This is an optimization exercise on Yosys and OpenROAD, whose aim is small area and a short achievable clock period, not a production implementation.
Where RTL was checked, it was by simulation tests only, not by an equivalence proof against the original.
Only the layout flow was run in runs 2 to 4; the RTL was not checked for function there.

`flow/design.v`:
```
module radd #(parameter W = 8, parameter K = 2) (input [W-1:0] a, input [W-1:0] b, input ci, output [W-1:0] s, output co);
  localparam N = (W + K - 1) / K;
  wire [N:0] c;
  assign c[0] = ci;
  genvar i;
  generate for (i = 0; i < N; i = i + 1) begin : g
    localparam L = (i == N-1) ? (W - K*(N-1)) : K;
    assign {c[i+1], s[i*K +: L]} = {1'b0, a[i*K +: L]} + {1'b0, b[i*K +: L]} + {{L{1'b0}}, c[i]};
  end endgenerate
  assign co = c[N];
endmodule
module cmpgt31(input [30:0] a, input [30:0] b, output gt);
  wire [31:0] aa = {1'b0, a}, bb = {1'b0, b};
  wire [3:0] g, e;
  genvar k;
  generate for (k = 0; k < 4; k = k + 1) begin : blk
    wire [7:0] x = aa[8*k+7:8*k], y = bb[8*k+7:8*k];
    wire [7:0] d; wire co;
    radd #(8) r(.a(x), .b(~y), .ci(1'b0), .s(d), .co(co));    
    assign g[k] = co;
    assign e[k] = (x == y);
  end endgenerate
  assign gt = g[3] | (e[3] & (g[2] | (e[2] & (g[1] | (e[1] & g[0])))));
endmodule
module csel3 (input [24:0] a, input [24:0] b, input ci, output [24:0] s);
  wire c8, c16;
  wire [7:0] s1a, s1b; wire c1a, c1b;
  wire [8:0] s2a, s2b; wire c2a, c2b;
  radd #(8) lo(.a(a[7:0]), .b(b[7:0]), .ci(ci), .s(s[7:0]), .co(c8));
  radd #(8) m0(.a(a[15:8]), .b(b[15:8]), .ci(1'b0), .s(s1a), .co(c1a));
  radd #(8) m1(.a(a[15:8]), .b(b[15:8]), .ci(1'b1), .s(s1b), .co(c1b));
  radd #(9) h0(.a(a[24:16]), .b(b[24:16]), .ci(1'b0), .s(s2a), .co(c2a));
  radd #(9) h1(.a(a[24:16]), .b(b[24:16]), .ci(1'b1), .s(s2b), .co(c2b));
  assign s[15:8] = c8 ? s1b : s1a;
  assign c16 = c8 ? c1b : c1a;
  assign s[24:16] = c16 ? s2b : s2a;
endmodule
module csel2 #(parameter L = 13, parameter H = 12) (input [L+H-1:0] a, input [L+H-1:0] b, input ci, output [L+H-1:0] s);
  wire cl; wire [H-1:0] s0, s1; wire c0, c1;
  radd #(L) lo(.a(a[L-1:0]), .b(b[L-1:0]), .ci(ci), .s(s[L-1:0]), .co(cl));
  radd #(H) h0(.a(a[L+H-1:L]), .b(b[L+H-1:L]), .ci(1'b0), .s(s0), .co(c0));
  radd #(H) h1(.a(a[L+H-1:L]), .b(b[L+H-1:L]), .ci(1'b1), .s(s1), .co(c1));
  assign s[L+H-1:L] = cl ? s1 : s0;
endmodule
module fadd (
    input  wire [31:0] a,
    input  wire [31:0] b,
    input  wire        sub,
    output wire [31:0] r
);
  wire        sa = a[31];
  wire        sb = b[31] ^ sub;
  wire [30:0] dummy0;
  wire        gt;
  radd #(31) cmp(.a(a[30:0]), .b(~b[30:0]), .ci(1'b0), .s(dummy0), .co(gt));
  wire [30:0] big = gt ? a[30:0] : b[30:0];
  wire [22:0] smm = gt ? b[22:0] : a[22:0];
  wire [30:23] sml;
  wire [7:0]  dab, dba; wire dco1, dco2;
  radd #(8) ed0(.a(a[30:23]), .b(~b[30:23]), .ci(1'b1), .s(dab), .co(dco1));
  radd #(8) ed2(.a(b[30:23]), .b(~a[30:23]), .ci(1'b1), .s(dba), .co(dco2));
  wire [7:0]  d = gt ? dab : dba;
  wire [23:0] al  = (|d[7:5]) ? 24'd0 : ({1'b1, smm} >> d[4:0]);
  wire        es  = sa ^ sb;
  wire [24:0] s; wire sco;
  csel2 #(13,12) ad(.a({2'b01, big[22:0]}), .b({1'b0, al} ^ {25{es}}), .ci(es), .s(s));
  wire        z16 = ~|s[24:9];
  wire [24:0] n1  = z16 ? {s[8:0], 16'd0} : s;
  wire        z8  = ~|n1[24:17];
  wire [24:0] n2  = z8 ? {n1[16:0], 8'd0} : n1;
  wire        z4  = ~|n2[24:21];
  wire [24:0] n3  = z4 ? {n2[20:0], 4'd0} : n2;
  wire        z2  = ~|n3[24:23];
  wire [24:0] n4  = z2 ? {n3[22:0], 2'd0} : n3;
  wire        z1  = ~n4[24];
  wire [24:0] n5  = z1 ? {n4[23:0], 1'd0} : n4;
  wire [4:0]  z   = {z16, z8, z4, z2, z1};
  wire [9:0]  ed; wire edco;
  radd #(10) ed1(.a({2'b00, big[30:23]}), .b(~{5'd0, z}), .ci(1'b1), .s(ed), .co(edco));
  wire [9:0]  ee = ed + 10'd1;
  wire [30:0] mag = ee[9] ? 31'd0 : {ee[7:0], n5[23:1]};
  wire zero = ~|s;
  wire sign = gt ? sa : sb;
  assign r = zero ? 32'd0 : {sign, mag};
endmodule
module fadd_a (
    input  wire [31:0] a,
    input  wire [31:0] b,
    input  wire        sub,
    output wire [33:0] m
);
  wire        sa = a[31];
  wire        sb = b[31] ^ sub;
  wire [30:0] dummy0;
  wire        gt;
  radd #(31) cmp(.a(a[30:0]), .b(~b[30:0]), .ci(1'b0), .s(dummy0), .co(gt));
  wire [30:0] big = gt ? a[30:0] : b[30:0];
  wire [22:0] smm = gt ? b[22:0] : a[22:0];
  wire [7:0]  dab, dba; wire dco1, dco2;
  radd #(8) ed0(.a(a[30:23]), .b(~b[30:23]), .ci(1'b1), .s(dab), .co(dco1));
  radd #(8) ed2(.a(b[30:23]), .b(~a[30:23]), .ci(1'b1), .s(dba), .co(dco2));
  wire [7:0]  d = gt ? dab : dba;
  wire [23:0] al = (|d[7:5]) ? 24'd0 : ({1'b1, smm} >> d[4:0]);
  wire        es = sa ^ sb;
  wire [24:0] s; wire sco;
  csel2 #(13,12) ad(.a({2'b01, big[22:0]}), .b({1'b0, al} ^ {25{es}}), .ci(es), .s(s));
  assign m = {gt ? sa : sb, big[30:23], s};
endmodule
module fadd_b (
    input  wire [33:0] m,
    output wire [31:0] r
);
  wire [24:0] s = m[24:0];
  wire [7:0]  eb = m[32:25];
  wire        z16 = ~|s[24:9];
  wire [24:0] n1  = z16 ? {s[8:0], 16'd0} : s;
  wire        z8  = ~|n1[24:17];
  wire [24:0] n2  = z8 ? {n1[16:0], 8'd0} : n1;
  wire        z4  = ~|n2[24:21];
  wire [24:0] n3  = z4 ? {n2[20:0], 4'd0} : n2;
  wire        z2  = ~|n3[24:23];
  wire [24:0] n4  = z2 ? {n3[22:0], 2'd0} : n3;
  wire        z1  = ~n4[24];
  wire [24:0] n5  = z1 ? {n4[23:0], 1'd0} : n4;
  wire [4:0]  z   = {z16, z8, z4, z2, z1};
  wire [9:0]  ed; wire edco;
  radd #(10) ed1(.a({2'b00, eb}), .b(~{5'd0, z}), .ci(1'b1), .s(ed), .co(edco));
  wire [9:0]  ee = ed + 10'd1;
  wire [30:0] mag = ee[9] ? 31'd0 : {ee[7:0], n5[23:1]};
  assign r = (~|s) ? 32'd0 : {m[33], mag};
endmodule
module fmul (
    input  wire [31:0] a,
    input  wire [31:0] b,
    output wire [31:0] r
);
  wire [13:0] ma = {1'b1, a[22:10]};
  wire [13:0] mb = {1'b1, b[22:10]};
  wire [27:0] p;
  wire [13:0] sum [0:13];
  wire [13:0] car [0:13];
  genvar i, j;
  generate
    for (j = 0; j < 14; j = j + 1) begin : r0
      assign sum[0][j] = ma[j] & mb[0];
      assign car[0][j] = 1'b0;
    end
    for (i = 1; i < 14; i = i + 1) begin : rows
      for (j = 0; j < 14; j = j + 1) begin : cols
        wire x = ma[j] & mb[i];
        wire y = (j == 13) ? 1'b0 : sum[i-1][j+1];
        wire z = car[i-1][j];
        assign sum[i][j] = x ^ y ^ z;
        assign car[i][j] = (x & y) | (x & z) | (y & z);
      end
    end
    for (i = 0; i < 14; i = i + 1) begin : lo
      assign p[i] = sum[i][0];
    end
  endgenerate
  wire [14:0] c;
  assign c[0] = 1'b0;
  generate
    for (j = 0; j < 13; j = j + 1) begin : fin
      wire y = sum[13][j+1];
      wire z = car[13][j];
      assign p[14+j] = y ^ z ^ c[j];
      assign c[j+1] = (y & z) | (y & c[j]) | (z & c[j]);
    end
  endgenerate
  assign p[27] = car[13][13] ^ c[13];
  wire [8:0]  es = {1'b0, a[30:23]} + {1'b0, b[30:23]};
  wire [7:0]  e  = p[27] ? (es[7:0] - 8'd126) : (es[7:0] - 8'd127);
  assign r = {a[31] ^ b[31], e, p[27] ? p[26:4] : p[25:3]};
endmodule
module FFT_R4_16p (
    input wire clk, reset,
    input wire in_valid,
    input wire signed [31:0] in_data_real,
    input wire signed [31:0] in_data_im,
    output wire out_valid,
    output wire signed [31:0] bf2_output_0_real, bf2_output_1_real, bf2_output_2_real, bf2_output_3_real,
    output wire signed [31:0] bf2_output_0_im, bf2_output_1_im, bf2_output_2_im, bf2_output_3_im
);
  reg  [3:0]  cnt;                  
  reg  [63:0] t0d, t1d, t2d, t3d;   
  reg  [3:0]  t0n, t1n, t2n;        
  reg         t0v, t1v, t2v;
  reg  [1:0]  hc;                   
  reg  [3:0]  sel;                  
  reg  [1:0]  sn1;                  
  wire [1:0] hn = hc + 2'd1;
  wire ns0 = in_valid & (cnt[1:0] == hn);
  wire ns1 = t0v & (t0n[1:0] == hn);
  wire ns2 = t1v & (t1n[1:0] == hn);
  wire ns3 = t2v & (t2n[1:0] == hn);
  always @(posedge clk or posedge reset) begin
    if (reset) begin
      cnt <= 4'd0;
      t0v <= 1'b0; t1v <= 1'b0; t2v <= 1'b0;
      hc  <= 2'd0;
      sel <= 4'd0;
    end else begin
      if (in_valid) cnt <= cnt + 4'd1;
      t0v <= in_valid;
      t1v <= t0v; t2v <= t1v;
      hc  <= hn;
      sel <= {ns3, ns2, ns1, ns0};
    end
  end
  always @(posedge clk) begin
    t0d <= {in_data_real, in_data_im};
    t0n <= cnt;
    t1d <= t0d; t1n <= t0n;
    t2d <= t1d; t2n <= t1n;
    t3d <= t2d;
    sn1 <= ns0 ? cnt[3:2] : ns1 ? t0n[3:2] : ns2 ? t1n[3:2] : t2n[3:2];
  end
  wire        sv = |sel;
  wire [63:0] sx = ({64{sel[0]}} & t0d) | ({64{sel[1]}} & t1d) |
                   ({64{sel[2]}} & t2d) | ({64{sel[3]}} & t3d);
  reg [67:0] m0_0, m0_1, m0_2, m0_3;
  reg [63:0] r1_0, r1_1, r1_2, r1_3;
  reg [63:0] r2_0, r2_1, r2_2, r2_3;
  reg [63:0] r3_0, r3_1, r3_2, r3_3;    
  reg [63:0] y2_0, y2_1, y2_2, y2_3;    
  reg [63:0] y3_0, y3_1, y3_2, y3_3;    
  wire [31:0] xr = sx[63:32], xi = sx[31:0];
  wire first = (sn1 == 2'd1);
  wire [63:0] a0 = r3_0;
  wire [63:0] a1 = first ? r3_0 : r3_1;
  wire [63:0] a2 = first ? r3_0 : r3_2;
  wire [63:0] a3 = first ? r3_0 : r3_3;
  wire [33:0] u0r, u0i, u1r, u1i, u2r, u2i, u3r, u3i;
  fadd_a f1_0r(.a(a0[63:32]), .b(xr), .sub(1'b0), .m(u0r));
  fadd_a f1_0i(.a(a0[31:0]),  .b(xi), .sub(1'b0), .m(u0i));
  fadd_a f1_1r(.a(a1[63:32]), .b(sn1[0] ? xi : xr), .sub(sn1 != 2'd1), .m(u1r));
  fadd_a f1_1i(.a(a1[31:0]),  .b(sn1[0] ? xr : xi), .sub(sn1 != 2'd3), .m(u1i));
  fadd_a f1_2r(.a(a2[63:32]), .b(xr), .sub(sn1[0]), .m(u2r));
  fadd_a f1_2i(.a(a2[31:0]),  .b(xi), .sub(sn1[0]), .m(u2i));
  fadd_a f1_3r(.a(a3[63:32]), .b(sn1[0] ? xi : xr), .sub(sn1 != 2'd3), .m(u3r));
  fadd_a f1_3i(.a(a3[31:0]),  .b(sn1[0] ? xr : xi), .sub(sn1 != 2'd1), .m(u3i));
  wire upd  = sv & (sn1 != 2'd0);
  wire init = sv & (sn1 == 2'd0);
  wire last = sv & (sn1 == 2'd3);
  reg  last_d;
  wire [63:0] p0 = init ? sx : r3_0;
  wire [31:0] w0r, w0i, w1r, w1i, w2r, w2i, w3r, w3i;
  fadd_b g0r(.m(m0_0[67:34]), .r(w0r));
  fadd_b g0i(.m(m0_0[33:0]),  .r(w0i));
  fadd_b g1r(.m(m0_1[67:34]), .r(w1r));
  fadd_b g1i(.m(m0_1[33:0]),  .r(w1i));
  fadd_b g2r(.m(m0_2[67:34]), .r(w2r));
  fadd_b g2i(.m(m0_2[33:0]),  .r(w2i));
  fadd_b g3r(.m(m0_3[67:34]), .r(w3r));
  fadd_b g3i(.m(m0_3[33:0]),  .r(w3i));
  always @(posedge clk) begin
    m0_0 <= upd ? {u0r, u0i} : {p0[63:55], 2'b01, p0[54:32], p0[31:23], 2'b01, p0[22:0]};
    m0_1 <= upd ? {u1r, u1i} : {r3_1[63:55], 2'b01, r3_1[54:32], r3_1[31:23], 2'b01, r3_1[22:0]};
    m0_2 <= upd ? {u2r, u2i} : {r3_2[63:55], 2'b01, r3_2[54:32], r3_2[31:23], 2'b01, r3_2[22:0]};
    m0_3 <= upd ? {u3r, u3i} : {r3_3[63:55], 2'b01, r3_3[54:32], r3_3[31:23], 2'b01, r3_3[22:0]};
    r1_0 <= {w0r, w0i}; r1_1 <= {w1r, w1i}; r1_2 <= {w2r, w2i}; r1_3 <= {w3r, w3i};
    r2_0 <= r1_0; r2_1 <= r1_1; r2_2 <= r1_2; r2_3 <= r1_3;
    r3_0 <= r2_0; r3_1 <= r2_1; r3_2 <= r2_2; r3_3 <= r2_3;
    last_d <= last;
    y2_0 <= y2_3; y3_0 <= y3_3;
    y2_1 <= last_d ? {w2r, w2i} : y2_0;
    y3_1 <= last_d ? {w3r, w3i} : y3_0;
    y2_2 <= y2_1; y3_2 <= y3_1;
    y2_3 <= y2_2; y3_3 <= y3_2;
  end
  reg        dact;        
  reg [3:0]  dc;          
  wire done = last & (hc == 2'd3);    
  always @(posedge clk or posedge reset) begin
    if (reset) begin
      dact <= 1'b0;
      dc   <= 4'd0;
    end else begin
      if (done) begin
        dact <= 1'b1;
        dc   <= 4'd0;
      end else if (dact) begin
        dc <= dc + 4'd1;
        if (dc == 4'd15) dact <= 1'b0;
      end
    end
  end
  reg [63:0] yv;
  always @(*) begin
    case (dc[3:2])
      2'd0: yv = r3_0;
      2'd1: yv = r3_1;
      2'd2: yv = y2_3;
      default: yv = y3_3;
    endcase
  end
  reg [31:0] c_lmm, c_lpm;
  always @(*) begin
    case (dc)
      4'd5:  begin c_lmm = 32'h3fa73eab; c_lpm = 32'h3f0a8c16; end  
      4'd6,
      4'd9:  begin c_lmm = 32'h3fb50481; c_lpm = 32'h00000000; end  
      4'd7,
      4'd13: begin c_lmm = 32'h3fa73eab; c_lpm = 32'hbf0a8c16; end  
      4'd10: begin c_lmm = 32'h3f800000; c_lpm = 32'hbf800000; end  
      4'd11,
      4'd14: begin c_lmm = 32'h00000000; c_lpm = 32'hbfb50481; end  
      4'd15: begin c_lmm = 32'hbfa73eab; c_lpm = 32'hbf0a8c16; end  
      default: begin c_lmm = 32'h3f800000; c_lpm = 32'h3f800000; end  
    endcase
  end
  wire [31:0] w_diff, w_m1, w_m2;
  fadd tw_d (.a(yv[63:32]), .b(yv[31:0]), .sub(1'b1), .r(w_diff));    
  fmul tw_m1(.a(c_lmm), .b(yv[31:0]),  .r(w_m1));                     
  fmul tw_m2(.a(c_lpm), .b(yv[63:32]), .r(w_m2));                     
  reg [31:0] p_diff, p_m1, p_m2;
  reg [3:0]  p_dc;
  reg        p_v;
  reg [1:0]  p_q;
  always @(posedge clk or posedge reset) begin
    if (reset) p_v <= 1'b0;
    else       p_v <= dact;
  end
  always @(posedge clk) begin
    p_diff <= w_diff; p_m1 <= w_m1; p_m2 <= w_m2; p_dc <= dc; p_q <= dc[1:0];
  end
  wire [31:0] w_m3, w_zr, w_zi;
  reg [31:0] p_l;
  always @(*) begin
    case (p_dc)
      4'd5, 4'd15:  p_l = {p_dc[3], 31'h3f6c84b6};    
      4'd6, 4'd9:   p_l = 32'h3f350481;               
      4'd7, 4'd13:  p_l = 32'h3ec3f141;               
      4'd10:        p_l = 32'h00000000;               
      4'd11, 4'd14: p_l = 32'hbf350481;               
      default:      p_l = 32'h3f800000;               
    endcase
  end
  fmul tw_m3(.a(p_l), .b(p_diff), .r(w_m3));                           
  reg [31:0] q_m1, q_m2, q_m3;
  reg        q_v;
  reg [1:0]  q_q;
  always @(posedge clk or posedge reset) begin
    if (reset) q_v <= 1'b0;
    else       q_v <= p_v;
  end
  always @(posedge clk) begin
    q_m1 <= p_m1; q_m2 <= p_m2; q_m3 <= w_m3; q_q <= p_q;
  end
  fadd tw_r (.a(q_m1), .b(q_m3), .sub(1'b0), .r(w_zr));
  fadd tw_i (.a(q_m2), .b(q_m3), .sub(1'b1), .r(w_zi));
  reg [31:0] zr, zi;
  reg        z_v;
  reg [1:0]  z_q;
  always @(posedge clk or posedge reset) begin
    if (reset) z_v <= 1'b0;
    else       z_v <= q_v;
  end
  always @(posedge clk) begin
    zr <= w_zr; zi <= w_zi; z_q <= q_q;
  end
  reg [63:0] o0, o1, o2, o3;
  reg        ov;
  wire [31:0] v0r, v0i, v1r, v1i, v2r, v2i, v3r, v3i;
  fadd f2_0r(.a(o0[63:32]), .b(zr), .sub(1'b0), .r(v0r));
  fadd f2_0i(.a(o0[31:0]),  .b(zi), .sub(1'b0), .r(v0i));
  fadd f2_1r(.a(o1[63:32]), .b(z_q[0] ? zi : zr), .sub(z_q != 2'd1), .r(v1r));
  fadd f2_1i(.a(o1[31:0]),  .b(z_q[0] ? zr : zi), .sub(z_q != 2'd3), .r(v1i));
  fadd f2_2r(.a(o2[63:32]), .b(zr), .sub(z_q[0]), .r(v2r));
  fadd f2_2i(.a(o2[31:0]),  .b(zi), .sub(z_q[0]), .r(v2i));
  fadd f2_3r(.a(o3[63:32]), .b(z_q[0] ? zi : zr), .sub(z_q != 2'd3), .r(v3r));
  fadd f2_3i(.a(o3[31:0]),  .b(z_q[0] ? zr : zi), .sub(z_q != 2'd1), .r(v3i));
  wire sini = (z_q == 2'd0);
  always @(posedge clk) begin
    o0 <= sini ? {zr, zi} : {v0r, v0i};
    o1 <= sini ? {zr, zi} : {v1r, v1i};
    o2 <= sini ? {zr, zi} : {v2r, v2i};
    o3 <= sini ? {zr, zi} : {v3r, v3i};
  end
  always @(posedge clk or posedge reset) begin
    if (reset) ov <= 1'b0;
    else       ov <= z_v & (z_q == 2'd3);
  end
  assign out_valid = ov;
  assign bf2_output_0_real = o0[63:32];
  assign bf2_output_0_im   = o0[31:0];
  assign bf2_output_1_real = o1[63:32];
  assign bf2_output_1_im   = o1[31:0];
  assign bf2_output_2_real = o2[63:32];
  assign bf2_output_2_im   = o2[31:0];
  assign bf2_output_3_real = o3[63:32];
  assign bf2_output_3_im   = o3[31:0];
endmodule
```
`flow/standard.sh`:
```
#!/bin/bash
# synth_recipe.tcl (not shown) runs the flow's synth.tcl, then flattens the netlist and writes it again
# the make line also repeats each setting of config.mk as NAME=value (left out here)
make -C /OpenROAD-flow-scripts/flow DESIGN_CONFIG=/design/flow/config.mk WORK_HOME=/design/flow/orfs CLKGATE_MAP_FILE= SYNTH_SCRIPT=/design/flow/synth_recipe.tcl "${@:-finish}"
```
`flow/constraint.sdc`:
```
create_clock -name core_clock -period 100.0 [get_ports {clk}]
set_input_delay 20.0000 -clock core_clock [delete_from_list [all_inputs] [get_ports {clk}]]
set_output_delay 20.0000 -clock core_clock [all_outputs]
set_load 0.01 [all_outputs]
```
`flow/config.mk`:
```
export PLATFORM = sky130hd
export DESIGN_NAME = FFT_R4_16p
export DESIGN_NICKNAME = FFT_R4_16p
export VERILOG_FILES = /design/flow/design.v
export SDC_FILE = /design/flow/constraint.sdc
export NUM_CORES = 8
export LEC_CHECK = 0
export ABC_AREA = 1
export CAP_MARGIN = 50
export CORE_MARGIN = 2
export CORE_UTILIZATION = 40
export PLACE_DENSITY = 0.45
export SLEW_MARGIN = 50
```
`flow/flow/run.sh`:
```
#!/bin/bash
# Own layout flow: the standard flow (standard.sh, unchanged synthesis),
# with two changes to how the layout is made:
#  - the port buffers are buf_4 cells instead of the resizer's default pick;
#  - timing repair (floorplan, CTS, global route) works to a setup slack
#    margin, so that it speeds up the slowest paths although the 100 ns
#    clock is met anyway. The SDC (clock period, I/O delays) is the standard flow's.
# Each tool's full output goes to a log file in this folder.
set -euo pipefail
export BUFFER_PORTS_ARGS="-buffer_cell sky130_fd_sc_hd__buf_4"
export SETUP_SLACK_MARGIN=78.5
bash standard.sh synth > synth.log 2>&1
bash standard.sh > layout.log 2>&1
```
==> run_results.csv, run 1 <==
group,metric,value,unit
placed_design,hpwlAfterDp,602,mm
sta,layout_min_cycle_time,21.65,ns
critical_path,critical_path_required,80.00,ns
finish,final_cell_mix,"nand2_1, o21ai_0, inv_1, dfxtp_1, nor2_1",
clocking,root_buffer,"clkbuf_16",
job,drv_cap,0,
critical_path,crit_type,"reg2out",
critical_path,r2r_start,"z_q[0]",
synthesis,synth_fp_nets,27200,
critical_path,cpLargestDelayFamily,"flip-flops",
global_route,grt_max_degree,121,
drt,avgViaCountPerCell,5.25,
drt,wirelength,744,mm
sta,hold_violations,0,
critical_path,max_stage_delay,0.53,ns
synthesis,synth_xor_area_frac,0.0388,
placed_design,place_ws,78.56,ns
placed_design,place_congestion,0.961,
sta,slew-limit-headroom,0.425,
critical_path,crit_end,"bf2_output_3_im[31]",
finish,nets,27400,
floorplan,io_pins,324,
critical_path,reg2reg_setup_slack,80.23,ns
sta,worst_slew_pin_slew,0.853,ns
drt,wl_per_cell,24.0,um
synthesis,synth_top_family_by_area,"adder cells",
clocking,cts_sinks,2355,
synthesis,synthCells,24800,
synthesis,muxShareOfSynthArea,0.0110,
critical_path,crit_cells,1,
synthesis,async_flop_share,0.00934,
synthesis,ys.warnings.count,2,
floorplan,coreArea,0.438,mm2
synthesis,synth-seq-area-share,0.269,
sta,fin_ws,78.35,ns
critical_path,path_cells,"buf_6",
critical_path,cp.arrival,1.65,ns
clocking,clk_pin_slew,0.06,ns
drt,ant_nets,0,
finish,drive_gt1_frac,0.0919,
synthesis,synth_edf_count,8,
outcome,status,"complete, no violations",
placed_design,io_buffer_count,323,
critical_path,r2r_end,"o3[38]",
synthesis,synth-seq-cells,2355,
synthesis,synth_compound_area_frac,0.176,
global_route,grt_pass1_wl,1070,mm
floorplan,fp.dieH,668,um
critical_path,critPathLaunchType,"flop",
clocking,clk-insertion-delay-late,0.98,ns
finish,final_common_cell,"nand2_1",
critical_path,end_kind,"output port",
sta,slew_violations,0,
finish,area_delta_synth_final,13.0,%
critical_path,cp_slowest_cell,"edfxtp_1",
synthesis,avgSynthCellArea,7.12,um2
critical_path,crit_start,"o3[31]",
synthesis,synth_simple_gate_area_frac,0.200,
drt,route.detailed.drc,0,
finish,fin_util,0.454,
sta,finClkSkew,0.106,ns
drt,dr.pass1.iters,7,
sta,rsz0062_at_grt,"yes",
clocking,numCtsBuffers,276,
critical_path,path_buf_inv,1,
critical_path,rr_worst_depth,120,
synthesis,synth-main-ff-cell,"dfxtp_1",
global_route,grt.total_usage,0.325,
clocking,cts_buffer_depth,4,
sta,fin_setup_tns,0,ns
worst_hold_path,hold_class,"reg2reg",
drt,vias,163000,
clocking,htree_levels,5,
synthesis,synthDistinctLibCells,85,
clocking,holdBufCountCts,0,
global_route,first_global_vias,156000,
floorplan,fp.dieW,668,um
floorplan,start_util,0.402,
clocking,cts_tree,"built",
sta,fmax,46.2,MHz
sta,finalCritPeriodShare,0.216,
floorplan,dieArea,0.446,mm2
global_route,antenna_found_initial,56,
critical_path,path_max_fanout,2,
drt,drtIter0Drc,14600,
sta,setup_viol,0,
global_route,overflow,0,
synthesis,synthAdderAreaFrac,0.208,
synthesis,syn-cell-area,0.176,mm2
floorplan,rows,243,
[through the flow]
step           area, um2  std cells  hold WS, ns
5_1_grt           199000      31100        0.297
4_1_cts           198000      31000        0.273
3_3_place_gp      185000      30300        0.310
3_5_place_dp      186000      30300        0.312
6_report          199000      31100        0.272
2_1_floorplan     176000      24800        0.310
[cells in the mapped netlist, drive strengths merged (9+ instances only)]
master | instances | area share
mux2 | 31 | 0.0020
o221ai | 112 | 0.0056
and2 | 9 | 0.00033
nor3 | 138 | 0.0041
xor2 | 646 | 0.032
o211ai | 319 | 0.014
o21a | 15 | 0.00064
a211oi | 21 | 0.00089
o21ai | 3951 | 0.11
inv | 3284 | 0.070
ha | 1337 | 0.095
a22o | 121 | 0.0060
a31oi | 277 | 0.0098
a311oi | 10 | 0.00050
o31ai | 19 | 0.00081
a21oi | 641 | 0.019
fa | 999 | 0.11
or2 | 121 | 0.0043
nor4 | 83 | 0.0031
dfxtp | 2325 | 0.26
clkbuf | 990 | 0.021
dfrtp | 22 | 0.0031
clkinv | 55 | 0.0012
nor3b | 20 | 0.00092
nor2 | 1720 | 0.037
nand3 | 269 | 0.0078
buf | 180 | 0.0049
mux2i | 159 | 0.0090
xnor2 | 131 | 0.0066
nand4 | 84 | 0.0030
nand2 | 6505 | 0.14
o22ai | 27 | 0.00096
a31o | 13 | 0.00065
o21bai | 68 | 0.0030
[timing repair]
item | CTS | global route
setup endpoints to repair | 266 | 281
buffers inserted | 221 | 9
pin swaps | 0 | 1
hold endpoints to repair | 0 | 0
resized for setup | 620 | 62
gates cloned | 0 | 3
[cells by family after synthesis]
group           count (synthesis)
buf+inv                      4509
simple gates                 8969
xor+xnor                      777
flops                        2355
compound gates               5631
fa+ha+maj                    2336
other cells                     1
mux                           190
[state kept, by name, summed over array words and instances, names as in the netlist, 68 cells and up]
register	count
m0_2	68
m0_0	68
m0_3	68
m0_1	68
[layout make-up]
type / count / area (um2)
clock inverters: 118 / 1470
repair buffers: 1071 / 8850
repair inverters: 2 / 12.5
clock buffers: 376 / 7920
flip-flops and latches: 2355 / 48300
well taps: 5880 / 7360
diodes: 18 / 45.0
fillers: 46000 / 239000
multi-input cells: 17900 / 113000
inverters: 3339 / 12600
[worst min-delay path by stage]
stage                   from       end  cells past startpoint
floorplan            p_m1[0]   q_m1[0]                      0
global placement     y3_2[8]   y3_3[8]                      0
detailed placement   r1_2[7]   r2_2[7]                      0
CTS                 r2_0[44]  r3_0[44]                      0
global route        r2_0[44]  r3_0[44]                      0
finish              r1_1[63]  r2_1[63]                      0
[routing by layer]
metal  vias up  GRT usage  routed length, um
met5         -          0                127
met4        20      0.171              46600
met3      1254     0.0411              40500
met2      5001      0.533             338000
met1     77000      0.418             319000
li1      79700          -                  -
==> inputs of run 2 (changes only) <==
--- a/flow/design.v
+++ b/flow/design.v
@@ -1,13 +1,12 @@
-module radd #(parameter W = 8, parameter K = 2) (input [W-1:0] a, input [W-1:0] b, input ci, output [W-1:0] s, output co);
-  localparam N = (W + K - 1) / K;
-  wire [N:0] c;
+module radd #(parameter W = 8) (input [W-1:0] a, input [W-1:0] b, input ci, output [W-1:0] s, output co);
+  wire [W:0] c;
   assign c[0] = ci;
   genvar i;
-  generate for (i = 0; i < N; i = i + 1) begin : g
-    localparam L = (i == N-1) ? (W - K*(N-1)) : K;
-    assign {c[i+1], s[i*K +: L]} = {1'b0, a[i*K +: L]} + {1'b0, b[i*K +: L]} + {{L{1'b0}}, c[i]};
+  generate for (i = 0; i < W; i = i + 1) begin : g
+    assign s[i]   = a[i] ^ b[i] ^ c[i];
+    assign c[i+1] = (a[i] & b[i]) | (a[i] & c[i]) | (b[i] & c[i]);
   end endgenerate
-  assign co = c[N];
+  assign co = c[W];
 endmodule
 module cmpgt31(input [30:0] a, input [30:0] b, output gt);
   wire [31:0] aa = {1'b0, a}, bb = {1'b0, b};
==> run_results.csv, run 2 <==
group,metric,value,unit
clocking,htree_levels,5,
clocking,cts_sinks,2355,
finish,multi_input_area,0.110,mm2
sta,slew-limit-headroom,0.447,
global_route,first_global_vias,161000,
clocking,cts_tree,"built",
drt,dr.pass1.iters,7,
finish,area_delta_synth_final,12.3,%
drt,wirelength,752,mm
critical_path,path_max_fanout,2,
synthesis,synthCells,25500,
critical_path,cp.arrival,1.59,ns
synthesis,synthTopCellsByCount,"nand2_1, inv_1, o21ai_0",
sta,slew_violations,0,
job,drv_cap,0,
synthesis,synth_edf_count,8,
global_route,antenna_found_initial,23,
finish,seqCellArea,0.0482,mm2
critical_path,critPathLaunchType,"flop",
placed_design,place_ws,78.96,ns
clocking,numCtsBuffers,277,
drt,drtIter0Drc,15900,
placed_design,place_congestion,1.01,
critical_path,path_cells,"buf_6",
outcome,status,"complete, no violations",
sta,fin_ws,78.41,ns
sta,setup_viol,0,
sta,worst_slew_pin_slew,0.829,ns
synthesis,synth_fp_nets,27100,
synthesis,synth_top_area_frac,0.268,
drt,ant_nets,0,
synthesis,avgSynthCellArea,6.80,um2
floorplan,io_pins,324,
synthesis,synthTopCellsByArea,"dfxtp_1, nand2_1, fa_1",
floorplan,fp.dieH,663,um
global_route,grt.total_usage,0.330,
drt,avgViaCountPerCell,5.39,
floorplan,coreArea,0.432,mm2
synthesis,synthDistinctLibCells,92,
finish,nFillCells,45800,
global_route,grt_max_degree,136,
synthesis,async_flop_share,0.00934,
sta,fmax,46.3,MHz
clocking,clk-insertion-delay-late,0.99,ns
critical_path,path_buf_inv,1,
sta,layout_min_cycle_time,21.59,ns
synthesis,synth-main-ff-cell,"dfxtp_1",
synthesis,synth-seq-area-share,0.273,
clocking,clk_pin_slew,0.06,ns
clocking,holdBufCountCts,0,
synthesis,ys.warnings.count,2,
sta,finalCritPeriodShare,0.216,
worst_hold_path,hold_class,"reg2reg",
finish,final_cell_mix,"nand2_1, inv_1, o21ai_0, dfxtp_1, nand3_1",
critical_path,cp_slowest_cell,"edfxtp_1",
synthesis,synth-seq-cells,2355,
critical_path,crit_type,"reg2out",
critical_path,critical_path_required,80.00,ns
global_route,grt_pass1_wl,1090,mm
floorplan,start_util,0.402,
drt,vias,170000,
finish,final_common_cell,"nand2_1",
finish,nets,27200,
sta,rsz0062_at_grt,"yes",
critical_path,cpLargestDelayFamily,"flip-flops",
drt,wl_per_cell,23.8,um
placed_design,io_buffer_count,323,
finish,drive_gt1_frac,0.0928,
sta,fin_setup_tns,0,ns
placed_design,hpwlAfterDp,606,mm
clocking,cts_buffer_depth,4,
synthesis,yosysMostFrequentCell,"nand2_1",
drt,route.detailed.drc,0,
global_route,overflow,0,
sta,finClkSkew,0.125,ns
synthesis,yosysTopAreaCell,"dfxtp_1",
floorplan,dieArea,0.439,mm2
critical_path,end_kind,"output port",
critical_path,max_stage_delay,0.52,ns
synthesis,syn-cell-area,0.174,mm2
floorplan,rows,241,
floorplan,fp.dieW,663,um
sta,hold_violations,0,
clocking,root_buffer,"clkbuf_16",
[run 2: cell count changes in the layout (fill, tap and decap cells not counted), sizes merged, moves of 126 or more]
cell | before | now
o21ai | 3951 | 3139
o22ai | 27 | 153
nand2 | 6506 | 7508
ha | 1337 | 607
nand3 | 269 | 1936
inv | 3304 | 3157
[run 2: cell type report]
cell class	count	share of cell area
antenna	23	0.000295
timing repair inverter	1	0.0000385
multi-input combinational	18800	0.564
clock buffer	368	0.0398
sequential	2355	0.247
timing repair buffer	958	0.0408
clock inverter	134	0.00967
inverter	3186	0.0616
tap	5710	0.0366
[run 2: cells by family (layout without fill, tap and decap cells)]
| family | Yosys count | after routing | share of synthesized area |
|---|---|---|---|
| and+or+nand+nor | 11700 | 11700 | 0.280 |
| adders and majority gates | 1522 | 1522 | 0.149 |
| DFF | 2355 | 2355 | 0.273 |
| AOI/OAI and AO/OA | 4790 | 4790 | 0.156 |
| buffers and inverters | 4365 | 4647 | 0.0994 |
| muxes | 99 | 99 | 0.00574 |
| other | 1 | 24 | 0.0000216 |
| xor gates and xnor gates | 735 | 735 | 0.0372 |
[run 2: path summary, 6_finish.rpt]
path	start	to	slack (ns)	cells after the start
worst max-delay path	o0[63]	bf2_output_0_real[31]	78.41	1
worst min-delay path	y3_2[43]	y3_3[43]	0.30	0
worst max register to register	z_q[0]	o3[0]	79.95	122
worst min register to register	y3_2[43]	y3_3[43]	0.30	0
max in group asynchronous	reset	z_v	80.45	3
min in group asynchronous	reset	ov	19.14	3
[run 2: routing by layer]
metal  up-vias  track usage  routed length (um)  share of wire
li1      82300            -                   -              -
met1     80400        0.426              318000           0.42
met2      6082        0.529              335000           0.45
met3      1381       0.0431               47200          0.063
met4         6        0.191               50900          0.068
met5         -            0                  43       0.000057
[run 2: timing repair]
item	CTS	global route
gates resized for setup	566	40
buffers inserted	163	1
pin swaps	0	1
cloned	0	2
setup endpoints to repair	253	174
[run 2: stage by stage]
stage | hold WS (ns) | instances | cell area (um2) | utilization
after global placement | 0.309 | 30800 | 182000 | 0.421
final | 0.296 | 31600 | 195000 | 0.452
after global routing | 0.307 | 31500 | 195000 | 0.452
after detailed placement | 0.312 | 30900 | 182000 | 0.422
after CTS | 0.296 | 31500 | 194000 | 0.450
after floorplan | 0.310 | 25500 | 174000 | -
==> inputs of run 3 (changes only) <==
--- a/flow/design.v
+++ b/flow/design.v
@@ -34,13 +34,6 @@
   assign c16 = c8 ? c1b : c1a;
   assign s[24:16] = c16 ? s2b : s2a;
 endmodule
-module csel2 #(parameter L = 13, parameter H = 12) (input [L+H-1:0] a, input [L+H-1:0] b, input ci, output [L+H-1:0] s);
-  wire cl; wire [H-1:0] s0, s1; wire c0, c1;
-  radd #(L) lo(.a(a[L-1:0]), .b(b[L-1:0]), .ci(ci), .s(s[L-1:0]), .co(cl));
-  radd #(H) h0(.a(a[L+H-1:L]), .b(b[L+H-1:L]), .ci(1'b0), .s(s0), .co(c0));
-  radd #(H) h1(.a(a[L+H-1:L]), .b(b[L+H-1:L]), .ci(1'b1), .s(s1), .co(c1));
-  assign s[L+H-1:L] = cl ? s1 : s0;
-endmodule
 module fadd (
     input  wire [31:0] a,
     input  wire [31:0] b,
@@ -49,38 +42,31 @@
 );
   wire        sa = a[31];
   wire        sb = b[31] ^ sub;
-  wire [30:0] dummy0;
   wire        gt;
-  radd #(31) cmp(.a(a[30:0]), .b(~b[30:0]), .ci(1'b0), .s(dummy0), .co(gt));
+  cmpgt31 cmp(.a(a[30:0]), .b(b[30:0]), .gt(gt));
   wire [30:0] big = gt ? a[30:0] : b[30:0];
   wire [22:0] smm = gt ? b[22:0] : a[22:0];
-  wire [30:23] sml;
   wire [7:0]  dab, dba; wire dco1, dco2;
   radd #(8) ed0(.a(a[30:23]), .b(~b[30:23]), .ci(1'b1), .s(dab), .co(dco1));
   radd #(8) ed2(.a(b[30:23]), .b(~a[30:23]), .ci(1'b1), .s(dba), .co(dco2));
   wire [7:0]  d = gt ? dab : dba;
-  wire [23:0] al  = (|d[7:5]) ? 24'd0 : ({1'b1, smm} >> d[4:0]);
-  wire        es  = sa ^ sb;
-  wire [24:0] s; wire sco;
-  csel2 #(13,12) ad(.a({2'b01, big[22:0]}), .b({1'b0, al} ^ {25{es}}), .ci(es), .s(s));
-  wire        z16 = ~|s[24:9];
-  wire [24:0] n1  = z16 ? {s[8:0], 16'd0} : s;
-  wire        z8  = ~|n1[24:17];
-  wire [24:0] n2  = z8 ? {n1[16:0], 8'd0} : n1;
-  wire        z4  = ~|n2[24:21];
-  wire [24:0] n3  = z4 ? {n2[20:0], 4'd0} : n2;
-  wire        z2  = ~|n3[24:23];
-  wire [24:0] n4  = z2 ? {n3[22:0], 2'd0} : n3;
-  wire        z1  = ~n4[24];
-  wire [24:0] n5  = z1 ? {n4[23:0], 1'd0} : n4;
-  wire [4:0]  z   = {z16, z8, z4, z2, z1};
+  wire [23:0] al = (|d[7:5]) ? 24'd0 : ({1'b1, smm} >> d[4:0]);
+  wire        es = sa ^ sb;
+  wire [24:0] s;
+  csel3 ad(.a({2'b01, big[22:0]}), .b({1'b0, al} ^ {25{es}}), .ci(es), .s(s));
+  reg [4:0] z;
+  integer i;
+  always @(*) begin
+    z = 5'd24;
+    for (i = 0; i <= 24; i = i + 1)
+      if (s[i]) z = 5'd24 - i[4:0];
+  end
+  wire [24:0] n5 = s << z;
+  wire [8:0]  e1 = {1'b0, big[30:23]} + 9'd1;
   wire [9:0]  ed; wire edco;
-  radd #(10) ed1(.a({2'b00, big[30:23]}), .b(~{5'd0, z}), .ci(1'b1), .s(ed), .co(edco));
-  wire [9:0]  ee = ed + 10'd1;
-  wire [30:0] mag = ee[9] ? 31'd0 : {ee[7:0], n5[23:1]};
-  wire zero = ~|s;
-  wire sign = gt ? sa : sb;
-  assign r = zero ? 32'd0 : {sign, mag};
+  radd #(10) ed1(.a({1'b0, e1}), .b(~{5'd0, z}), .ci(1'b1), .s(ed), .co(edco));
+  wire [30:0] mag = ed[9] ? 31'd0 : {ed[7:0], n5[23:1]};
+  assign r = (~|s) ? 32'd0 : {gt ? sa : sb, mag};
 endmodule
 module fadd_a (
     input  wire [31:0] a,
@@ -102,7 +88,7 @@
   wire [23:0] al = (|d[7:5]) ? 24'd0 : ({1'b1, smm} >> d[4:0]);
   wire        es = sa ^ sb;
   wire [24:0] s; wire sco;
-  csel2 #(13,12) ad(.a({2'b01, big[22:0]}), .b({1'b0, al} ^ {25{es}}), .ci(es), .s(s));
+  csel3 ad(.a({2'b01, big[22:0]}), .b({1'b0, al} ^ {25{es}}), .ci(es), .s(s));
   assign m = {gt ? sa : sb, big[30:23], s};
 endmodule
 module fadd_b (
==> flow/run.sh (new file) <==
#!/bin/bash
# synth_recipe.tcl (not shown) runs the flow's synth.tcl, then flattens the netlist and writes it again
# the make line also repeats each setting of config.mk as NAME=value (left out here)
make -C /OpenROAD-flow-scripts/flow DESIGN_CONFIG=/design/flow/config.mk WORK_HOME=/design/flow/orfs CLKGATE_MAP_FILE= SYNTH_SCRIPT=/design/flow/synth_recipe.tcl finish
--- a/flow/config.mk
+++ b/flow/config.mk
@@ -10,4 +10,5 @@
 export CORE_MARGIN = 2
 export CORE_UTILIZATION = 40
 export PLACE_DENSITY = 0.45
+export SETUP_SLACK_MARGIN = 0.5
 export SLEW_MARGIN = 50
removed: flow/flow/run.sh
removed: flow/standard.sh
==> run_results.csv, run 3 <==
group,metric,value,unit
synthesis,synthDistinctLibCells,83,
worst_hold_path,whs_endpoint,"q_m1[8]",
drt,wl_per_cell,25.1,um
synthesis,muxShareOfSynthArea,0.00718,
outcome,status,"complete, no violations",
finish,final_common_cell,"nand2_1",
critical_path,critPathLaunchType,"flop",
finish,nets,28700,
global_route,gr-max-usage-layer,"met2",
finish,drive_gt1_frac,0.0573,
synthesis,async_flop_share,0.00934,
sta,finClkSkew,0.0886,ns
critical_path,path_buf_inv,1,
critical_path,path_cells,"clkdlybuf4s50_1",
worst_hold_path,hold_class,"reg2reg",
floorplan,coreArea,0.452,mm2
global_route,grt_pass1_wl,1190,mm
critical_path,cp.arrival,2.43,ns
drt,vias,181000,
drt,ant_nets,0,
synthesis,synth_fp_nets,28800,
synthesis,avgSynthCellArea,6.71,um2
synthesis,yosysTopAreaCell,"dfxtp_1",
synthesis,yosysMostFrequentCell,"nand2_1",
drt,avgViaCountPerCell,5.47,
synthesis,synth_top_area_frac,0.257,
finish,area_delta_synth_final,10.7,%
global_route,grt_max_degree,110,
critical_path,critical_path_required,80.00,ns
critical_path,rr_worst_depth,73,
critical_path,end_kind,"output port",
sta,slew_violations,0,
synthesis,synthAdderAreaFrac,0.154,
floorplan,fp.dieW,677,um
placed_design,place_congestion,1.01,
synthesis,synth_xor_area_frac,0.0336,
worst_hold_path,whs_path_depth,0,
clocking,cts_tree,"built",
global_route,met3_usage,0.0529,
sta,fin_setup_tns,0,ns
floorplan,io_pins,324,
global_route,met1_usage,0.448,
critical_path,cp_slowest_cell,"clkdlybuf4s50_1",
sta,finalCritPeriodShare,0.224,
sta,slew-limit-headroom,0.435,
global_route,overflow,0,
synthesis,synthCells,27000,
worst_hold_path,worstHoldStart,"p_m1[8]",
clocking,holdBufCountCts,0,
finish,fin_util,0.444,
synthesis,synth_edf_count,8,
critical_path,r2r_end,"o1[12]",
sta,fmax,44.6,MHz
placed_design,io_buffer_count,323,
sta,setup_viol,0,
global_route,antenna_found_initial,67,
synthesis,synth-seq-area-share,0.261,
clocking,cts_buffer_depth,4,
critical_path,max_stage_delay,0.76,ns
critical_path,reg2reg_setup_slack,82.18,ns
clocking,postCtsSetupBuffers,0,
synthesis,synthTopCellsByCount,"nand2_1, inv_1, o21ai_0",
clocking,clk-insertion-delay-late,0.99,ns
synthesis,synth-main-ff-cell,"dfxtp_1",
global_route,gr-usage-met2,0.559,
global_route,grt.total_usage,0.349,
synthesis,synth-seq-cells,2355,
sta,rsz0062_at_grt,"no",
clocking,ctsResizeCount,0,
clocking,numCtsBuffers,277,
synthesis,synth_top_family_by_area,"simple AND/OR/NAND/NOR gates",
drt,dr.pass1.iters,7,
sta,layout_min_cycle_time,22.44,ns
drt,wirelength,832,mm
sta,worst_slew_pin_slew,0.839,ns
synthesis,synth_simple_gate_area_frac,0.283,
synthesis,syn-cell-area,0.181,mm2
clocking,cts_sinks,2355,
sta,hold_violations,0,
placed_design,hpwlAfterDp,682,mm
synthesis,synth_compound_area_frac,0.162,
finish,nFillCells,48100,
finish,fin_cells,33100,
placed_design,dp_cells,32600,
drt,route.detailed.drc,0,
floorplan,dieArea,0.459,mm2
critical_path,cpLargestDelayFamily,"buffers and inverters",
drt,drtIter0Drc,17700,
clocking,htree_levels,5,
critical_path,path_max_fanout,4,
critical_path,r2r_start,"z_q[0]",
finish,final_cell_mix,"nand2_1, inv_1, o21ai_0, dfxtp_1, nand3_1",
synthesis,ys.warnings.count,3,
synthesis,synthTopCellsByArea,"dfxtp_1, nand2_1, fa_1",
global_route,first_global_vias,170000,
clocking,root_buffer,"clkbuf_16",
job,drv_cap,0,
floorplan,start_util,0.401,
floorplan,fp.dieH,677,um
floorplan,rows,247,
critical_path,crit_type,"reg2out",
clocking,clk_pin_slew,0.06,ns
## run 3: cell count changes after synthesis, sizes merged, moves of 75 or more
cell / before / now
ha: 607 / 933
a21oi: 549 / 679
nand4: 110 / 211
fa: 904 / 809
nand2: 7508 / 7732
o211ai: 224 / 299
nor2: 1594 / 1488
inv: 3135 / 3412
nand3: 1936 / 2302
## run 3: cells by family after synthesis
family,after synthesis
simple gates,12300
compound gates,5165
flops,2355
mux,130
other cells,1
fa+ha+maj,1744
buf+inv,4637
xor+xnor,688
## run 3: how the worst max path moves through the flow
stage | cells past startpoint | start | end | slack, ns
2_1_floorplan | 1 | o0[31] | bf2_output_0_im[31] | 79.47
3_3_place_gp | 1 | o3[33] | bf2_output_3_real[1] | 78.56
3_5_place_dp | 1 | o3[33] | bf2_output_3_real[1] | 78.56
4_1_cts | 1 | o3[33] | bf2_output_3_real[1] | 77.53
5_1_grt | 1 | o3[33] | bf2_output_3_real[1] | 77.57
6_report | 1 | o3[33] | bf2_output_3_real[1] | 77.57
## run 3: layout make-up
| cell class | count | area, um2 | share of cell area |
|---|---|---|---|
| Multi-Input combinational cell | 20000 | 117000 | 0.581 |
| Sequential cell | 2355 | 47400 | 0.236 |
| Inverter | 3455 | 13000 | 0.0647 |
| Clock buffer | 369 | 7770 | 0.0387 |
| Tap cell | 5976 | 7480 | 0.0372 |
| Timing Repair Buffer | 792 | 6930 | 0.0345 |
| Clock inverter | 127 | 1510 | 0.00751 |
| Antenna cell | 30 | 75.1 | 0.000374 |
## run 3: per-stage QoR
| stage | setup WS (ns) | instance area (um2) | hold slack [ns] |
|---|---|---|---|
| detailed placement | 78.56 | 191000 | 0.312 |
| finish | 77.57 | 201000 | 0.292 |
| floorplan | 79.47 | 181000 | 0.310 |
| global route | 77.57 | 201000 | 0.296 |
| CTS | 77.53 | 201000 | 0.290 |
| global placement | 78.56 | 191000 | 0.310 |
## run 3: per-layer routing
| metal | vias to the layer above | share of wire |
|---|---|---|
| met1 | 85600 | 0.42 |
| met4 | 34 | 0.069 |
| met5 | - | 0.00028 |
| met2 | 6504 | 0.44 |
| met3 | 1650 | 0.065 |
| li1 | 87500 | - |
==> inputs of run 4 (changes only) <==
--- a/flow/design.v
+++ b/flow/design.v
@@ -1,102 +1,27 @@
-module radd #(parameter W = 8) (input [W-1:0] a, input [W-1:0] b, input ci, output [W-1:0] s, output co);
-  wire [W:0] c;
-  assign c[0] = ci;
-  genvar i;
-  generate for (i = 0; i < W; i = i + 1) begin : g
-    assign s[i]   = a[i] ^ b[i] ^ c[i];
-    assign c[i+1] = (a[i] & b[i]) | (a[i] & c[i]) | (b[i] & c[i]);
-  end endgenerate
-  assign co = c[W];
-endmodule
-module cmpgt31(input [30:0] a, input [30:0] b, output gt);
-  wire [31:0] aa = {1'b0, a}, bb = {1'b0, b};
-  wire [3:0] g, e;
-  genvar k;
-  generate for (k = 0; k < 4; k = k + 1) begin : blk
-    wire [7:0] x = aa[8*k+7:8*k], y = bb[8*k+7:8*k];
-    wire [7:0] d; wire co;
-    radd #(8) r(.a(x), .b(~y), .ci(1'b0), .s(d), .co(co));    
-    assign g[k] = co;
-    assign e[k] = (x == y);
-  end endgenerate
-  assign gt = g[3] | (e[3] & (g[2] | (e[2] & (g[1] | (e[1] & g[0])))));
-endmodule
-module csel3 (input [24:0] a, input [24:0] b, input ci, output [24:0] s);
-  wire c8, c16;
-  wire [7:0] s1a, s1b; wire c1a, c1b;
-  wire [8:0] s2a, s2b; wire c2a, c2b;
-  radd #(8) lo(.a(a[7:0]), .b(b[7:0]), .ci(ci), .s(s[7:0]), .co(c8));
-  radd #(8) m0(.a(a[15:8]), .b(b[15:8]), .ci(1'b0), .s(s1a), .co(c1a));
-  radd #(8) m1(.a(a[15:8]), .b(b[15:8]), .ci(1'b1), .s(s1b), .co(c1b));
-  radd #(9) h0(.a(a[24:16]), .b(b[24:16]), .ci(1'b0), .s(s2a), .co(c2a));
-  radd #(9) h1(.a(a[24:16]), .b(b[24:16]), .ci(1'b1), .s(s2b), .co(c2b));
-  assign s[15:8] = c8 ? s1b : s1a;
-  assign c16 = c8 ? c1b : c1a;
-  assign s[24:16] = c16 ? s2b : s2a;
-endmodule
-module fadd (
-    input  wire [31:0] a,
-    input  wire [31:0] b,
-    input  wire        sub,
-    output wire [31:0] r
-);
-  wire        sa = a[31];
-  wire        sb = b[31] ^ sub;
-  wire        gt;
-  cmpgt31 cmp(.a(a[30:0]), .b(b[30:0]), .gt(gt));
-  wire [30:0] big = gt ? a[30:0] : b[30:0];
-  wire [22:0] smm = gt ? b[22:0] : a[22:0];
-  wire [7:0]  dab, dba; wire dco1, dco2;
-  radd #(8) ed0(.a(a[30:23]), .b(~b[30:23]), .ci(1'b1), .s(dab), .co(dco1));
-  radd #(8) ed2(.a(b[30:23]), .b(~a[30:23]), .ci(1'b1), .s(dba), .co(dco2));
-  wire [7:0]  d = gt ? dab : dba;
-  wire [23:0] al = (|d[7:5]) ? 24'd0 : ({1'b1, smm} >> d[4:0]);
-  wire        es = sa ^ sb;
-  wire [24:0] s;
-  csel3 ad(.a({2'b01, big[22:0]}), .b({1'b0, al} ^ {25{es}}), .ci(es), .s(s));
-  reg [4:0] z;
-  integer i;
-  always @(*) begin
-    z = 5'd24;
-    for (i = 0; i <= 24; i = i + 1)
-      if (s[i]) z = 5'd24 - i[4:0];
-  end
-  wire [24:0] n5 = s << z;
-  wire [8:0]  e1 = {1'b0, big[30:23]} + 9'd1;
-  wire [9:0]  ed; wire edco;
-  radd #(10) ed1(.a({1'b0, e1}), .b(~{5'd0, z}), .ci(1'b1), .s(ed), .co(edco));
-  wire [30:0] mag = ed[9] ? 31'd0 : {ed[7:0], n5[23:1]};
-  assign r = (~|s) ? 32'd0 : {gt ? sa : sb, mag};
-endmodule
 module fadd_a (
     input  wire [31:0] a,
     input  wire [31:0] b,
     input  wire        sub,
     output wire [33:0] m
 );
-  wire        sa = a[31];
-  wire        sb = b[31] ^ sub;
-  wire [30:0] dummy0;
-  wire        gt;
-  radd #(31) cmp(.a(a[30:0]), .b(~b[30:0]), .ci(1'b0), .s(dummy0), .co(gt));
+  wire        sa  = a[31];
+  wire        sb  = b[31] ^ sub;
+  wire        gt  = a[30:0] > b[30:0];
   wire [30:0] big = gt ? a[30:0] : b[30:0];
   wire [22:0] smm = gt ? b[22:0] : a[22:0];
-  wire [7:0]  dab, dba; wire dco1, dco2;
-  radd #(8) ed0(.a(a[30:23]), .b(~b[30:23]), .ci(1'b1), .s(dab), .co(dco1));
-  radd #(8) ed2(.a(b[30:23]), .b(~a[30:23]), .ci(1'b1), .s(dba), .co(dco2));
-  wire [7:0]  d = gt ? dab : dba;
-  wire [23:0] al = (|d[7:5]) ? 24'd0 : ({1'b1, smm} >> d[4:0]);
-  wire        es = sa ^ sb;
-  wire [24:0] s; wire sco;
-  csel3 ad(.a({2'b01, big[22:0]}), .b({1'b0, al} ^ {25{es}}), .ci(es), .s(s));
+  wire [7:0]  dab = a[30:23] - b[30:23];
+  wire [7:0]  dba = b[30:23] - a[30:23];
+  wire [7:0]  d   = gt ? dab : dba;
+  wire [23:0] al  = (|d[7:5]) ? 24'd0 : ({1'b1, smm} >> d[4:0]);
+  wire        es  = sa ^ sb;
+  wire [24:0] s   = {2'b01, big[22:0]} + ({1'b0, al} ^ {25{es}}) + {24'd0, es};
   assign m = {gt ? sa : sb, big[30:23], s};
 endmodule
 module fadd_b (
     input  wire [33:0] m,
     output wire [31:0] r
 );
-  wire [24:0] s = m[24:0];
-  wire [7:0]  eb = m[32:25];
+  wire [24:0] s   = m[24:0];
   wire        z16 = ~|s[24:9];
   wire [24:0] n1  = z16 ? {s[8:0], 16'd0} : s;
   wire        z8  = ~|n1[24:17];
@@ -107,13 +32,20 @@
   wire [24:0] n4  = z2 ? {n3[22:0], 2'd0} : n3;
   wire        z1  = ~n4[24];
   wire [24:0] n5  = z1 ? {n4[23:0], 1'd0} : n4;
-  wire [4:0]  z   = {z16, z8, z4, z2, z1};
-  wire [9:0]  ed; wire edco;
-  radd #(10) ed1(.a({2'b00, eb}), .b(~{5'd0, z}), .ci(1'b1), .s(ed), .co(edco));
-  wire [9:0]  ee = ed + 10'd1;
+  wire [9:0]  ee  = {2'b00, m[32:25]} + 10'd1 - {5'd0, z16, z8, z4, z2, z1};
   wire [30:0] mag = ee[9] ? 31'd0 : {ee[7:0], n5[23:1]};
   assign r = (~|s) ? 32'd0 : {m[33], mag};
 endmodule
+module fadd (
+    input  wire [31:0] a,
+    input  wire [31:0] b,
+    input  wire        sub,
+    output wire [31:0] r
+);
+  wire [33:0] m;
+  fadd_a u_a(.a(a), .b(b), .sub(sub), .m(m));
+  fadd_b u_b(.m(m), .r(r));
+endmodule
 module fmul (
     input  wire [31:0] a,
     input  wire [31:0] b,
==> flow/flow/run.sh (new file) <==
#!/bin/bash
# Own layout flow: the standard flow (standard.sh) with these changes to
# how the layout is made:
#  - synthesis is ORFS's, run through synth_recipe.tcl as standard (so
#    -nofsm -noshare, flattening and renaming as standard), with two
#    changes to the mapping of the combinational logic: ABC uses
#    flow/abc_area.script (area-oriented amap) instead of ORFS's
#    abc_area.script, and adders keep Yosys's default carry network
#    (SYNTH_OPERATIONS_ARGS set, so no Kogge-Stone -extra-map). Registers
#    are mapped before either step, as in the standard synthesis, so they
#    keep their names, count and cell types;
#  - the port buffers are buf_4 cells instead of the resizer's default pick;
#  - timing repair (floorplan, CTS, global route) works to a setup slack
#    margin, so that it speeds up the slowest paths although the 100 ns
#    clock is met anyway. The SDC (clock period, I/O delays) is the standard flow's.
# Each tool's full output goes to a log file in this folder.
set -euo pipefail
HERE=$(pwd)
rm -rf "$HERE/scripts_abc"
cp -r "$FLOW_HOME/scripts" "$HERE/scripts_abc"
cp "$HERE/flow/abc_area.script" "$HERE/scripts_abc/abc_area.script"
SCRIPTS_DIR="$HERE/scripts_abc" SYNTH_OPERATIONS_ARGS="-nofsm" bash standard.sh synth > synth.log 2>&1
export BUFFER_PORTS_ARGS="-buffer_cell sky130_fd_sc_hd__buf_4"
export SETUP_SLACK_MARGIN=78.4
bash standard.sh > layout.log 2>&1
==> flow/flow/abc_area.script (new file) <==
&get -n
&st
&syn3
&dch -f
&put
amap
strash
dch -f
amap
topo
stime -c
buffer -c
upsize -c
dnsize -c
==> flow/standard.sh (new file) <==
#!/bin/bash
# synth_recipe.tcl (not shown) runs the flow's synth.tcl, then flattens the netlist and writes it again
# the make line also repeats each setting of config.mk as NAME=value (left out here)
make -C /OpenROAD-flow-scripts/flow DESIGN_CONFIG=/design/flow/config.mk WORK_HOME=/design/flow/orfs CLKGATE_MAP_FILE= SYNTH_SCRIPT=/design/flow/synth_recipe.tcl "${@:-finish}"
--- a/flow/config.mk
+++ b/flow/config.mk
@@ -10,5 +10,4 @@
 export CORE_MARGIN = 2
 export CORE_UTILIZATION = 40
 export PLACE_DENSITY = 0.45
-export SETUP_SLACK_MARGIN = 0.5
 export SLEW_MARGIN = 50
removed: flow/run.sh
==> run_results.csv, run 4 <==
group,metric,value,unit
outcome,status,"complete, no violations",
synthesis,synth_xor_area_frac,0.000436,
drt,dr.pass1.iters,7,
drt,vias,152000,
drt,wirelength,713,mm
floorplan,dieArea,0.407,mm2
finish,nFillCells,40400,
critical_path,path_buf_inv,1,
critical_path,rr_worst_depth,83,
critical_path,r2r_end,"o1[32]",
critical_path,critPathLaunchType,"flop",
global_route,grt_pass1_wl,1020,mm
clocking,root_buffer,"clkbuf_16",
synthesis,synth-seq-area-share,0.294,
synthesis,syn-cell-area,0.161,mm2
synthesis,muxShareOfSynthArea,0,
critical_path,critical_path_required,80.00,ns
synthesis,synth-main-ff-cell,"dfxtp_1",
synthesis,synthAdderAreaFrac,0.213,
finish,final_common_cell,"o22ai_1",
synthesis,synth_edf_count,8,
synthesis,yosysMostFrequentCell,"o22ai_1",
synthesis,synth_top_family_by_area,"compound AO/OA/AOI/OAI gates",
drt,ant_nets,0,
sta,slew-limit-headroom,0.445,
placed_design,io_buffer_count,323,
sta,slew_violations,0,
synthesis,yosysTopAreaCell,"dfxtp_1",
synthesis,synthDistinctLibCells,104,
synthesis,synth_simple_gate_area_frac,0.117,
finish,final_cell_mix,"o22ai_1, dfxtp_1, inv_1, nor2_1, ha_1",
critical_path,max_stage_delay,0.48,ns
global_route,overflow,0,
synthesis,synthTopCellsByCount,"o22ai_1, dfxtp_1, inv_1",
floorplan,coreArea,0.400,mm2
clocking,cts_tree,"built",
synthesis,avgSynthCellArea,8.14,um2
clocking,htree_levels,5,
clocking,cts_buffer_depth,4,
placed_design,hpwlAfterDp,578,mm
synthesis,synthTopCellsByArea,"dfxtp_1, o22ai_1, ha_1",
critical_path,reg2reg_setup_slack,80.42,ns
synthesis,ys.warnings.count,2,
global_route,antenna_found_initial,33,
global_route,first_global_vias,144000,
sta,layout_min_cycle_time,21.59,ns
synthesis,synth-seq-cells,2355,
critical_path,path_cells,"buf_4",
critical_path,cpLargestDelayFamily,"flip-flops",
sta,fmax,46.3,MHz
worst_hold_path,whs_path_depth,0,
finish,nets,22100,
placed_design,place_congestion,1.01,
sta,fin_setup_tns,0,ns
clocking,numCtsBuffers,273,
finish,seqCellArea,0.0474,mm2
clocking,clk-insertion-delay-late,0.96,ns
critical_path,r2r_start,"z_q[0]",
worst_hold_path,whs_endpoint,"r3_3[53]",
drt,wl_per_cell,28.2,um
critical_path,end_kind,"output port",
clocking,cts_sinks,2355,
drt,avgViaCountPerCell,6.02,
sta,rsz0062_at_grt,"no",
sta,finalCritPeriodShare,0.216,
synthesis,synthCells,19800,
global_route,grt.total_usage,0.338,
sta,finClkSkew,0.0675,ns
critical_path,cp_slowest_cell,"dfxtp_1",
floorplan,fp.dieH,638,um
worst_hold_path,hold_class,"reg2reg",
synthesis,synth_top_area_frac,0.289,
critical_path,path_max_fanout,4,
floorplan,fp.dieW,638,um
placed_design,dp_cells,24800,
sta,worst_slew_pin_slew,0.833,ns
finish,area_delta_synth_final,12.5,%
synthesis,synth_fp_nets,22100,
sta,hold_violations,0,
critical_path,cp.arrival,1.59,ns
finish,fin_cells,25300,
drt,route.detailed.drc,0,
worst_hold_path,worstHoldStart,"r2_3[53]",
drt,drtIter0Drc,15500,
sta,setup_viol,0,
critical_path,crit_type,"reg2out",
synthesis,synth_compound_area_frac,0.297,
finish,drive_gt1_frac,0.101,
floorplan,start_util,0.402,
clocking,clk_pin_slew,0.06,ns
job,drv_cap,0,
floorplan,io_pins,324,
synthesis,async_flop_share,0.00934,
floorplan,rows,232,
critical_path,crit_start,"o3[34]",
global_route,grt_max_degree,121,
finish,multi_input_area,0.102,mm2
## run 4: changes by cell type after synthesis, moves of 282 or more
| cell | before | now |
|---|---|---|
| a21oi_1 | 673 | 1352 |
| nor2_1 | 1453 | 2046 |
| o21ai_0 | 2804 | 1192 |
| inv_1 | 3316 | 2131 |
| o22a_1 | 1 | 430 |
| xor2_1 | 539 | 7 |
| o211ai_1 | 298 | 15 |
| nand3_1 | 2294 | 205 |
| o21ai_1 | 322 | 40 |
| o22ai_1 | 151 | 3008 |
| ha_1 | 933 | 1426 |
| nand2_1 | 7701 | 1175 |
## run 4: cell families after synthesis
logic type | Yosys count
compound gates | 7501
xor+xnor | 8
fa+ha+maj | 2244
buf+inv | 3340
flops | 2355
other cells | 1
simple gates | 4322
## run 4: what timing repair did
item | CTS | global route
endpoints found under the setup margin | 47 | 3
gates resized for setup | 46 | 3
setup buffers | 1 | 1
hold buffers | 0 | 0
## run 4: layer usage
metal,up-vias,share of wire,GRT usage,wire (um)
met5,-,0.00013,0,92
met4,10,0.072,0.206,51200
met3,1436,0.068,0.0522,48700
met2,6208,0.43,0.521,309000
met1,72700,0.43,0.444,304000
li1,72000,-,-,-
## run 4: metrics by stage
step | worst slack, ns | cell area [um2] | util | hold slack (ns)
final | 78.41 | 181000 | 0.452 | 0.283
after global routing | 78.40 | 181000 | 0.452 | 0.299
after CTS | 78.36 | 181000 | 0.452 | 0.289
after floorplan | 78.95 | 161000 | - | 0.310
after detailed placement | 78.96 | 171000 | 0.428 | 0.312
after global placement | 78.76 | 170000 | 0.425 | 0.310
## run 4: worst max-delay path by stage
stage                                      end  depth (start not counted)
after floorplan                         sn1[0]                          3
after global placement                  sn1[0]                          4
after detailed placement                sn1[0]                          4
after CTS                  bf2_output_0_im[31]                          1
after global routing       bf2_output_0_im[31]                          1
final                     bf2_output_3_real[2]                          1
## run 4: layout make-up
cell class | count | share of cell area
Multi-Input combinational cell | 14100 | 0.566
Clock inverter | 124 | 0.00942
Tap cell | 5265 | 0.0364
Inverter | 2236 | 0.0466
Timing Repair Buffer | 848 | 0.0358
Sequential cell | 2355 | 0.262
Antenna cell | 13 | 0.000180
Clock buffer | 369 | 0.0431
## run 4: worst register-to-register path: cells and delay by family (launching register included)
family,cells,cell delay (ns)
AO/OA/AOI/OAI,34,8.09
AND/OR/NAND/NOR,31,5.81
buffers and inverters,13,3.76
adder cells (fa/ha/maj),5,1.54
flip-flops,1,0.32

==> afterwards: timing with drivers on the ports <==
The flow's constraints put no driver on any port. The routed layouts listed below were extracted and timed again, unchanged, in two steps.
Step 1 assumes that a clkbuf_16 drives the clock port and a buf_2 every other input.
Step 2, shift: input delay + t, output delay - t, t = (earliest + latest rising clock arrival at the registers) / 2. This alone moves slack from input paths to output paths.
Slacks: no drivers / after step 1 / after step 2; pairs: no drivers / after step 1.
| run | t (ns) | slack for setup (ns) | hold slack, ns | worst setup path at the end | slew at the worst register clock pin (ns) |
|---|---|---|---|---|---|
| run 1 | 1.046 | 78.352 / 78.235 / 79.231 | 0.272 / 0.272 / 0.272 | input to register | 0.08 / 0.08 |
| run 2 | 1.038 | 78.407 / 78.294 / 79.035 | 0.296 / 0.296 / 0.296 | input to register | 0.07 / 0.07 |
| run 3 | 1.062 | 77.565 / 77.446 / 78.507 | 0.292 / 0.292 / 0.292 | register to output | 0.07 / 0.07 |
| run 4 | 1.054 | 78.411 / 78.292 / 78.926 | 0.283 / 0.283 / 0.283 | input to register | 0.07 / 0.07 |
After both steps every run listed still meets setup and hold.
